Background: an optimization exercise with open tools, aiming at small area. Do not read the settings as production practice.
In this exercise RTL edits were held to simulation tests only and were not proved equivalent to the original.
Power is estimated from default activity; no workload was simulated.

==> exp/umber <==
Design ahb_pwm, start of the top module:
module ahb_pwm(
    input              I_ahb_clk,
    input              I_rst,
    input   [1:0]      I_ahb_htrans,
    input              I_ahb_hwrite,
    input   [31:0]     I_ahb_haddr,
    input   [2:0]      I_ahb_hsize,
    input   [2:0]      I_ahb_hburst,
    input   [3:0]      I_ahb_hprot,
    input              I_ahb_hmastlock,
    input   [31:0]     I_ahb_hwdata,
    output  reg [31:0] O_ahb_hrdata,
    output  wire[1:0]  O_ahb_hresp,
    output  wire       O_ahb_hready,
    output  [7:0]      pwmo
);
localparam [31:0] POL = 32'hffff_5554;
reg s1, s2;
always @(posedge I_ahb_clk or posedge I_rst) begin
    if (I_rst) begin
        s1 <= 1'b0;
        s2 <= 1'b0;
    end else begin
        s1 <= (I_ahb_htrans == 2'b10);
        s2 <= s1;
    end
end
assign O_ahb_hready = ~(s1 | s2);
assign O_ahb_hresp  = 2'b00;
wire [7:0] a    = I_ahb_haddr[7:0];
wire       a_ok = (a[1:0] == 2'b00) && (a[7:2] < 6'd18);
wire       wen  = s1 & I_ahb_hwrite & a_ok;
wire        rstn = ~I_rst;
wire [31:0] ws;
genvar g, b;
generate
for (b = 0; b < 32; b = b + 1) begin : wd
    if (POL[b])
        c_and2  n (.a(I_ahb_hwdata[b]), .b(rstn), .y(ws[b]));
    else
        c_nand2 n (.a(I_ahb_hwdata[b]), .b(rstn), .y(ws[b]));
end
endgenerate
wire [3:0] wj;
wire [4:0] wm;
assign wj[0] = wen & (a[3:2] == 2'd0);
assign wj[1] = wen & (a[3:2] == 2'd1);
assign wj[2] = wen & (a[3:2] == 2'd2);
assign wj[3] = wen & (a[3:2] == 2'd3);
assign wm[0] = (a[6:4] == 3'd0);
assign wm[1] = (a[6:4] == 3'd1);
assign wm[2] = (a[6:4] == 3'd2);
assign wm[3] = (a[6:4] == 3'd3);
assign wm[4] = (a[6:4] == 3'd4);
wire [17:0] sel, seln;
generate
for (g = 0; g < 18; g = g + 1) begin : wsl
    c_a21o  s (.a1(wj[g % 4]), .a2(wm[g / 4]), .b1(I_rst), .y(sel[g]));
    c_inv   n (.a(sel[g]), .y(seln[g]));
end
endgenerate
reg  [7:0]   ens;
reg  [31:0]  divs;
reg  [127:0] pers;
reg  [127:0] duts;
wire [7:0]   ens_d;
wire [31:0]  divs_d;
wire [127:0] pers_d;
wire [127:0] duts_d;
generate
for (b = 0; b < 8; b = b + 1) begin : wen_b
    c_a22o m (.a1(sel[0]), .a2(ws[b]), .b1(seln[0]), .b2(ens[b]), .y(ens_d[b]));
end
for (b = 0; b < 32; b = b + 1) begin : wdiv_b
    c_a22o m (.a1(sel[1]), .a2(ws[b]), .b1(seln[1]), .b2(divs[b]), .y(divs_d[b]));
end
for (g = 0; g < 8; g = g + 1) begin : wch
  ...
clock: 5.0 ns
lec_check: 0
cap_margin: 20
core_margin: 2
core_utilization: 60
cts_buf_list: sky130_fd_sc_hd__clkbuf_8
cts_cluster_diameter: 60
cts_cluster_size: 16
place_density: 0.7
slew_margin: 20
synth_hierarchical: 1
standard.sh (not shown) runs the stock make flow with config.mk's settings and CLKGATE_MAP_FILE= SYNTH_SCRIPT=/design/flow/synth_recipe.tcl, a recipe that flattens the netlist after the stock synthesis.
==> flow/flow/run.sh <==
#!/bin/bash
# Layout flow: the standard ORFS flow (standard.sh, unchanged synthesis),
# with two changes to how the layout is made:
#  - ports are buffered with sky130_fd_sc_hd__buf_1 instead of the default
#    port buffer cell;
#  - clock tree synthesis uses clkbuf_8 leaf clusters and no dummy loads.
# All tool output goes to flow.log in this folder; ORFS keeps each step's
# log under orfs/logs/.
set -euo pipefail
bash standard.sh \
  "BUFFER_PORTS_ARGS=-buffer_cell sky130_fd_sc_hd__buf_1" \
  "CTS_ARGS=-sink_clustering_enable -repair_clock_nets -dont_use_dummy_load -buf_list sky130_fd_sc_hd__clkbuf_8 -sink_clustering_size 16 -sink_clustering_max_diameter 60" \
  finish > flow.log 2>&1
==> exp/nickel: changes against exp/umber <==
--- a/flow/design.v
+++ b/flow/design.v
@@ -9,17 +9,17 @@
     input   [3:0]      I_ahb_hprot,
     input              I_ahb_hmastlock,
     input   [31:0]     I_ahb_hwdata,
     output  reg [31:0] O_ahb_hrdata,
     output  wire[1:0]  O_ahb_hresp,
     output  wire       O_ahb_hready,
     output  [7:0]      pwmo
 );
-localparam [31:0] POL = 32'hffff_5554;
+localparam [31:0] POL = 32'hffff_5540;
 reg s1, s2;
 always @(posedge I_ahb_clk or posedge I_rst) begin
     if (I_rst) begin
         s1 <= 1'b0;
         s2 <= 1'b0;
     end else begin
         s1 <= (I_ahb_htrans == 2'b10);
         s2 <= s1;
@@ -117,39 +117,54 @@
 for (b = 0; b < 16; b = b + 1) begin : rlo
     wire [17:0] src;
     assign src[0] = (b < 8) ? ens[b % 8] : ~POL[b];
     assign src[1] = divs[b];
     for (g = 0; g < 8; g = g + 1) begin : s
         assign src[g+2]  = pers[16*g+b];
         assign src[g+10] = duts[16*g+b];
     end
-    wire [8:0] p;
-    for (g = 0; g < 9; g = g + 1) begin : o
-        if (b >= 8 && g == 0) begin : d
-            if (POL[b])
-                c_and2 q (.a(rsel[1]), .b(src[1]), .y(p[g]));
-            else
-                c_nor2 q (.a(rseln[1]), .b(src[1]), .y(p[g]));
-        end else begin : d
-            if (POL[b])
-                c_a22o  q (.a1(rsel[2*g]), .a2(src[2*g]), .b1(rsel[2*g+1]), .b2(src[2*g+1]), .y(p[g]));
+    if (POL[b] && b < 8) begin : t
+        wire [5:0] y;
+        for (g = 0; g < 6; g = g + 1) begin : o
+            c_a222oi q (.a1(rsel[3*g]), .a2(src[3*g]), .b1(rsel[3*g+1]), .b2(src[3*g+1]),
+                        .c1(rsel[3*g+2]), .c2(src[3*g+2]), .y(y[g]));
+        end
+        wire u1, u2, hn;
+        c_nand2 r0 (.a(rvn), .b(O_ahb_hrdata[b]), .y(hn));
+        c_nand4 r1 (.a(y[0]), .b(y[1]), .c(y[2]), .d(y[3]), .y(u1));
+        c_nand3 r2 (.a(y[4]), .b(y[5]), .c(hn), .y(u2));
+        c_or2   r3 (.a(u1), .b(u2), .y(hr_d[b]));
+    end else if (POL[b]) begin : th
+        wire [6:0] y;
+        for (g = 0; g < 5; g = g + 1) begin : o
+            c_a222oi q (.a1(rsel[3*g+1]), .a2(src[3*g+1]), .b1(rsel[3*g+2]), .b2(src[3*g+2]),
+                        .c1(rsel[3*g+3]), .c2(src[3*g+3]), .y(y[g]));
+        end
+        c_nand2 q5 (.a(rsel[16]), .b(src[16]), .y(y[5]));
+        c_nand2 q6 (.a(rsel[17]), .b(src[17]), .y(y[6]));
+        wire u1, u2, hn;
+        c_nand2 r0 (.a(rvn), .b(O_ahb_hrdata[b]), .y(hn));
+        c_nand4 r1 (.a(y[0]), .b(y[1]), .c(y[2]), .d(y[3]), .y(u1));
+        c_nand4 r2 (.a(y[4]), .b(y[5]), .c(y[6]), .d(hn), .y(u2));
+        c_or2   r3 (.a(u1), .b(u2), .y(hr_d[b]));
+    end else begin : n
+        wire [8:0] p;
+        for (g = 0; g < 9; g = g + 1) begin : o
+            if (b >= 8 && g == 0)
+                c_nor2  q (.a(rseln[1]), .b(src[1]), .y(p[g]));
             else
                 c_o22ai q (.a1(rseln[2*g]), .a2(src[2*g]), .b1(rseln[2*g+1]), .b2(src[2*g+1]), .y(p[g]));
         end
+        wire o1, o2, h;
+        c_or4  r0 (.a(p[0]), .b(p[1]), .c(p[2]), .d(p[3]), .y(o1));
+        c_or4  r1 (.a(p[4]), .b(p[5]), .c(p[6]), .d(p[7]), .y(o2));
+        c_and2 r2 (.a(rvn), .b(O_ahb_hrdata[b]), .y(h));
+        c_or4  r3 (.a(o1), .b(o2), .c(p[8]), .d(h), .y(hr_d[b]));
     end
-    wire [3:0] q;
-    wire r, h;
-    c_nor2  r0 (.a(p[0]), .b(p[1]), .y(q[0]));
-    c_nor2  r1 (.a(p[2]), .b(p[3]), .y(q[1]));
-    c_nor2  r2 (.a(p[4]), .b(p[5]), .y(q[2]));
-    c_nor2  r3 (.a(p[6]), .b(p[7]), .y(q[3]));
-    c_nand4 r4 (.a(q[0]), .b(q[1]), .c(q[2]), .d(q[3]), .y(r));
-    c_and2  r5 (.a(rvn), .b(O_ahb_hrdata[b]), .y(h));
-    c_or3   r6 (.a(r), .b(p[8]), .c(h), .y(hr_d[b]));
 end
 for (b = 16; b < 32; b = b + 1) begin : rhi
     c_a22o q (.a1(rsel[1]), .a2(divs[b]), .b1(rvn), .b2(O_ahb_hrdata[b]), .y(hr_d[b]));
 end
 endgenerate
 always @(posedge I_ahb_clk or posedge I_rst) begin
     if (I_rst)
         O_ahb_hrdata <= 32'd0;
@@ -162,17 +177,17 @@
     pwm_ch #(.DPOL(POL[4*g +: 4])) u (
         .clk(I_ahb_clk), .rst(I_rst), .en(en),
         .divs(divs[4*g +: 4]), .pers(pers[16*g +: 16]),
         .duts(duts[16*g +: 16]), .pwm(pwmo[g]));
 end
 endgenerate
 endmodule
 module pwm_ch #(
-    parameter [3:0] DPOL = 4'b0100    
+    parameter [3:0] DPOL = 4'b0000    
 ) (
     input         clk,
     input         rst,
     input         en,
     input  [3:0]  divs,
     input  [15:0] pers,
     input  [15:0] duts,
     output reg    pwm
@@ -212,34 +227,37 @@
 generate
 for (i = 1; i < 16; i = i + 1) begin : hcp
     c_ha h (.a(cpp[i]), .b(cpc[i-1]), .s(inc[i]), .co(cpc[i]));
 end
 endgenerate
 c_xor2 xcp16 (.a(cpp[16]), .b(cpc[15]), .y(inc[16]));
 wire [16:1] kp, kd;
 wire [15:0] an;
-c_nor2  kp0 (.a(cpp[0]), .b(pers[0]), .y(kp[1]));
-c_nand2 kd0 (.a(cpp[0]), .b(duts[0]), .y(kd[1]));
+c_or2  kp0 (.a(cpp[0]), .b(pers[0]), .y(kp[1]));
+c_and2 kd0 (.a(cpp[0]), .b(duts[0]), .y(kd[1]));
 generate
 for (i = 1; i < 16; i = i + 1) begin : cmp
-    if (i % 2 == 1) begin : a
+    if (i < 6) begin : m
+        c_maj  sp (.a(cpp[i]), .b(pers[i]), .c(kp[i]), .y(kp[i+1]));
+        c_maj  sd (.a(cpp[i]), .b(duts[i]), .c(kd[i]), .y(kd[i+1]));
+    end else if (i % 2 == 1) begin : a
         c_cmpa sp (.a(cpp[i]), .bn(pers[i]), .c(kp[i]), .y(kp[i+1]));
         c_cmpa sd (.a(cpp[i]), .bn(duts[i]), .c(kd[i]), .y(kd[i+1]));
     end else begin : b
         c_inv  ia (.a(cpp[i]), .y(an[i]));
         c_cmpb sp (.an(an[i]), .b(pers[i]), .cn(kp[i]), .y(kp[i+1]));
         c_cmpb sd (.an(an[i]), .b(duts[i]), .cn(kd[i]), .y(kd[i+1]));
     end
 end
 endgenerate
 wire ltp, led;
 c_nor2 ultp (.a(cpp[16]), .b(kp[16]), .y(ltp));
 c_nor2 uled (.a(cpp[16]), .b(kd[16]), .y(led));
-localparam [15:0] P = 16'h5554;
+localparam [15:0] P = 16'h5540;
 wire pz = ((pers ^ ~P) == 16'd0);
 wire dz = ((duts ^ ~P) == 16'd0);
 wire nz = |cpp;
 wire z   = rst | (t & ~(pz | ltp));
 wire zn  = ~z;
 c_or2 mcp0 (.a(inc[0]), .b(z), .y(cpd[0]));
 generate
 for (i = 1; i < 17; i = i + 1) begin : mcp
@@ -291,27 +309,36 @@
     assign y = ~(a & b & c & d);
 endmodule
 module c_xor2(input a, input b, output y);
     assign y = a ^ b;
 endmodule
 module c_xnor2(input a, input b, output y);
     assign y = ~(a ^ b);
 endmodule
+module c_maj(input a, input b, input c, output y);
+    assign y = (a & b) | (a & c) | (b & c);
+endmodule
 module c_ha(input a, input b, output s, output co);
     assign s  = a ^ b;
     assign co = a & b;
 endmodule
 module c_a21o(input a1, input a2, input b1, output y);
     assign y = (a1 & a2) | b1;
 endmodule
 module c_o21ai(input a1, input a2, input b1, output y);
     assign y = ~((a1 | a2) & b1);
 endmodule
 module c_a22o(input a1, input a2, input b1, input b2, output y);
     assign y = (a1 & a2) | (b1 & b2);
 endmodule
-module c_or3(input a, input b, input c, output y);
-    assign y = a | b | c;
+module c_nand3(input a, input b, input c, output y);
+    assign y = ~(a & b & c);
+endmodule
+module c_or4(input a, input b, input c, input d, output y);
+    assign y = a | b | c | d;
+endmodule
+module c_a222oi(input a1, input a2, input b1, input b2, input c1, input c2, output y);
+    assign y = ~((a1 & a2) | (b1 & b2) | (c1 & c2));
 endmodule
 module c_o22ai(input a1, input a2, input b1, input b2, output y);
     assign y = ~((a1 | a2) & (b1 | b2));
 endmodule
==> flow/flow/run.sh (replaced) <==
#!/bin/bash
# Layout flow: the standard ORFS flow (standard.sh, unchanged synthesis),
# with two changes to how the layout is made:
#  - ports are buffered with sky130_fd_sc_hd__buf_1 instead of the default
#    port buffer cell;
#  - clock tree synthesis uses clkbuf_8 leaf clusters and no dummy loads.
# All tool output goes to flow.log in this folder; ORFS keeps each step's
# log under orfs/logs/.
set -euo pipefail
bash standard.sh \
  "BUFFER_PORTS_ARGS=-buffer_cell sky130_fd_sc_hd__buf_1" \
  "CTS_ARGS=-sink_clustering_enable -repair_clock_nets -dont_use_dummy_load -buf_list sky130_fd_sc_hd__clkbuf_8 -sink_clustering_size 18 -sink_clustering_max_diameter 60" \
  finish > flow.log 2>&1
Settings changed: CORE_UTILIZATION 60 to 70, GPL_TIMING_DRIVEN set to 0, PLACE_DENSITY 0.7 to 0.8.
==> impl_metrics.ini <==
[timing]
worst_path_setup_slack_after_routing_ns = 0.388
max_freq_ghz = 0.217

[run_status]
outcome = finished clean

[power]
combinationalPowerShare_pct = 11.1
(the above is from exp/nickel)
==> impl_metrics.ini <==
[run_status]
outcome = finished clean

[clock_tree]
cts_repair_resize_count = 0
cts_tree = yes
cts_setup_buffers = 0
clock_sinks = 528

[timing]
worst_path_setup_slack_after_routing_ns = 0.830

[power]
combinationalPowerShare_pct = 11.0

[setup_path]
crit_path_start_kind = flip-flop
(the above is from exp/umber)

========
==> job 3338 <==
Another version of the RTL of ahb_pwm (not shown whole).
## ahb_pwm
module ahb_pwm(
    input              I_ahb_clk,
    input              I_rst,
    input   [1:0]      I_ahb_htrans,
    input              I_ahb_hwrite,
    input   [31:0]     I_ahb_haddr,
    input   [2:0]      I_ahb_hsize,
    input   [2:0]      I_ahb_hburst,
    input   [3:0]      I_ahb_hprot,
    input              I_ahb_hmastlock,
    input   [31:0]     I_ahb_hwdata,
    output  reg [31:0] O_ahb_hrdata,
    output  wire[1:0]  O_ahb_hresp,
    output  wire       O_ahb_hready,
    output  [7:0]      pwmo
);
export LEC_CHECK = 0
export CAP_MARGIN = 20
export CORE_MARGIN = 2
export CORE_UTILIZATION = 60
export CTS_BUF_LIST = sky130_fd_sc_hd__clkbuf_4
export PLACE_DENSITY = 0.7
export SLEW_MARGIN = 20
export SYNTH_HIERARCHICAL = 1
create_clock -name core_clock -period 5.0 [get_ports {I_ahb_clk}]
run.sh (not shown) runs the stock make flow with config.mk's settings and CLKGATE_MAP_FILE= SYNTH_SCRIPT=/design/flow/synth_recipe.tcl, a recipe that flattens the netlist after the stock synthesis.
Stock flow here: none of the scripts above is used.
==> job 7275 (differences from job 3338) <==
--- a/flow/design.v
+++ b/flow/design.v
@@ -54,11 +54,11 @@
 assign wm[4] = (a[6:4] == 3'd4);
 wire [17:0] sel, seln;
 generate
 for (g = 0; g < 18; g = g + 1) begin : wsl
     c_a21o  s (.a1(wj[g % 4]), .a2(wm[g / 4]), .b1(I_rst), .y(sel[g]));
-    c_a21oi n (.a1(wj[g % 4]), .a2(wm[g / 4]), .b1(I_rst), .y(seln[g]));
+    c_inv   n (.a(sel[g]), .y(seln[g]));
 end
 endgenerate
 reg  [7:0]   ens;
 reg  [31:0]  divs;
 reg  [127:0] pers;
@@ -121,37 +121,32 @@
     for (g = 0; g < 8; g = g + 1) begin : s
         assign src[g+2]  = pers[16*g+b];
         assign src[g+10] = duts[16*g+b];
     end
     wire [8:0] p;
-    wire n1, n2, n3, h;
-    c_nand2 r4 (.a(rvn), .b(O_ahb_hrdata[b]), .y(h));
-    if (POL[b]) begin : t
-        for (g = 0; g < 9; g = g + 1) begin : o
-            if (b >= 8 && g == 0)
-                c_nand2 q (.a(rsel[1]), .b(src[1]), .y(p[g]));
+    for (g = 0; g < 9; g = g + 1) begin : o
+        if (b >= 8 && g == 0) begin : d
+            if (POL[b])
+                c_and2 q (.a(rsel[1]), .b(src[1]), .y(p[g]));
             else
-                c_a22oi q (.a1(rsel[2*g]), .a2(src[2*g]), .b1(rsel[2*g+1]), .b2(src[2*g+1]), .y(p[g]));
-        end
-        c_nand3 r1 (.a(p[0]), .b(p[1]), .c(p[2]), .y(n1));
-        c_nand3 r2 (.a(p[3]), .b(p[4]), .c(p[5]), .y(n2));
-        c_nand3 r3 (.a(p[6]), .b(p[7]), .c(p[8]), .y(n3));
-        wire m;
-        c_nor3  r5 (.a(n1), .b(n2), .c(n3), .y(m));
-        c_nand2 r6 (.a(m), .b(h), .y(hr_d[b]));
-    end else begin : n
-        for (g = 0; g < 9; g = g + 1) begin : o
-            if (b >= 8 && g == 0)
                 c_nor2 q (.a(rseln[1]), .b(src[1]), .y(p[g]));
+        end else begin : d
+            if (POL[b])
+                c_a22o  q (.a1(rsel[2*g]), .a2(src[2*g]), .b1(rsel[2*g+1]), .b2(src[2*g+1]), .y(p[g]));
             else
                 c_o22ai q (.a1(rseln[2*g]), .a2(src[2*g]), .b1(rseln[2*g+1]), .b2(src[2*g+1]), .y(p[g]));
         end
-        c_nor3  r1 (.a(p[0]), .b(p[1]), .c(p[2]), .y(n1));
-        c_nor3  r2 (.a(p[3]), .b(p[4]), .c(p[5]), .y(n2));
-        c_nor3  r3 (.a(p[6]), .b(p[7]), .c(p[8]), .y(n3));
-        c_nand4 r5 (.a(n1), .b(n2), .c(n3), .d(h), .y(hr_d[b]));
     end
+    wire [3:0] q;
+    wire r, h;
+    c_nor2  r0 (.a(p[0]), .b(p[1]), .y(q[0]));
+    c_nor2  r1 (.a(p[2]), .b(p[3]), .y(q[1]));
+    c_nor2  r2 (.a(p[4]), .b(p[5]), .y(q[2]));
+    c_nor2  r3 (.a(p[6]), .b(p[7]), .y(q[3]));
+    c_nand4 r4 (.a(q[0]), .b(q[1]), .c(q[2]), .d(q[3]), .y(r));
+    c_and2  r5 (.a(rvn), .b(O_ahb_hrdata[b]), .y(h));
+    c_or3   r6 (.a(r), .b(p[8]), .c(h), .y(hr_d[b]));
 end
 for (b = 16; b < 32; b = b + 1) begin : rhi
     c_a22o q (.a1(rsel[1]), .a2(divs[b]), .b1(rvn), .b2(O_ahb_hrdata[b]), .y(hr_d[b]));
 end
 endgenerate
@@ -267,17 +262,17 @@
 endmodule
 module c_cmpa(input a, input bn, input c, output y);
     wire g, p;
     c_nor2  ug (.a(a), .b(bn), .y(g));
     c_nand2 up (.a(a), .b(bn), .y(p));
-    c_a21oi uy (.a1(p), .a2(c), .b1(g), .y(y));
+    c_o21ai uy (.a1(g), .a2(c), .b1(p), .y(y));
 endmodule
 module c_cmpb(input an, input b, input cn, output y);
     wire gn, pn;
     c_nand2 ug (.a(an), .b(b), .y(gn));
     c_nor2  up (.a(an), .b(b), .y(pn));
-    c_a21oi uy (.a1(gn), .a2(cn), .b1(pn), .y(y));
+    c_o21ai uy (.a1(pn), .a2(cn), .b1(gn), .y(y));
 endmodule
 module c_inv(input a, output y);
     assign y = ~a;
 endmodule
 module c_and2(input a, input b, output y);
@@ -290,16 +285,10 @@
     assign y = ~(a & b);
 endmodule
 module c_nor2(input a, input b, output y);
     assign y = ~(a | b);
 endmodule
-module c_nand3(input a, input b, input c, output y);
-    assign y = ~(a & b & c);
-endmodule
-module c_nor3(input a, input b, input c, output y);
-    assign y = ~(a | b | c);
-endmodule
 module c_nand4(input a, input b, input c, input d, output y);
     assign y = ~(a & b & c & d);
 endmodule
 module c_xor2(input a, input b, output y);
     assign y = a ^ b;
@@ -312,17 +301,17 @@
     assign co = a & b;
 endmodule
 module c_a21o(input a1, input a2, input b1, output y);
     assign y = (a1 & a2) | b1;
 endmodule
-module c_a21oi(input a1, input a2, input b1, output y);
-    assign y = ~((a1 & a2) | b1);
+module c_o21ai(input a1, input a2, input b1, output y);
+    assign y = ~((a1 | a2) & b1);
 endmodule
 module c_a22o(input a1, input a2, input b1, input b2, output y);
     assign y = (a1 & a2) | (b1 & b2);
 endmodule
-module c_a22oi(input a1, input a2, input b1, input b2, output y);
-    assign y = ~((a1 & a2) | (b1 & b2));
+module c_or3(input a, input b, input c, output y);
+    assign y = a | b | c;
 endmodule
 module c_o22ai(input a1, input a2, input b1, input b2, output y);
     assign y = ~((a1 | a2) & (b1 | b2));
 endmodule
CTS_BUF_LIST = sky130_fd_sc_hd__clkbuf_16   (was sky130_fd_sc_hd__clkbuf_4)
CTS_CLUSTER_DIAMETER = 80   (was not set)
CTS_CLUSTER_SIZE = 24   (was not set)
==> summary.txt <==
quantity                                                                    job 3338                 job 7275
Run status                                                   complete, no violations  complete, no violations
Switching component of the power                                           0.00273 W                0.00236 W
Worst R2R Start                                                       ens[5]$_DFF_P_         divs[25]$_DFF_P_
Final-layout clock-cell area share                                             6.06%                    3.38%
Post-synthesis cell count                                                       2614                     2639
Routed wire per std cell                                                     23.1 um                  23.0 um
Post-route insts no fill                                                        3503                     3343
Crit share post-route                                                          84.8%                    83.6%
Detailed route wirelength on metal3                                          9130 um                  8300 um
Fraction of layout instances using a drive strength above 1                    21.0%                    3.73%
Worst slack, placed                                                         0.858 ns                 0.858 ns
Timing startpoint of the critical path                                ens[5]$_DFF_P_         divs[25]$_DFF_P_
Largest voltage drop on the vdd net                                           222 uV                   272 uV
Relative area change from synthesis to final layout                            14.1%                    11.4%
Die Footprint                                                           0.0442 sq mm             0.0420 sq mm
Initial standard-cell utilization of the core                                  60.8%                    60.9%
Power consumed by combinational cells                                     0.000992 W               0.000922 W
Area share of buffers outside the clock network                                3.81%                    4.35%
Share of total power in combinational logic                                    10.1%                    10.9%

[what the ideal ports hide]
The results above use ideal ports. As a check the final layouts listed here were re-extracted and re-timed, cells and wires unchanged.
Step 1, drivers: a clkbuf_16 drives I_ahb_clk and a buf_2 each remaining input, both assumed.
Step 2 also shifts input and output timing later by t, the mid clock arrival at the registers, as if the neighbouring blocks saw the same clock.
Slacks: ideal ports / drivers / drivers and shift; pairs: ideal ports / drivers.
run	t, ns	slack for setup (ns)	worst setup path after step 2	clock arrival spread, ns	cell pins on the clock port's net
exp/umber	0.683	0.830 / 0.830 / 0.795	input to register	0.048 / 0.048	1
exp/nickel	0.635	0.388 / 0.388 / 0.388	register to register	0.052 / 0.053	1
job 3338	1.035	0.761 / 0.761 / 0.761	register to register	0.059 / 0.058	1
job 7275	0.671	0.818 / 0.818 / 0.817	input to register	0.031 / 0.031	1
After both steps every run listed still meets setup and hold. For exp/umber, which loses most, drivers alone change the setup slack by 0.000 ns; drivers and shift together by -0.035 ns.
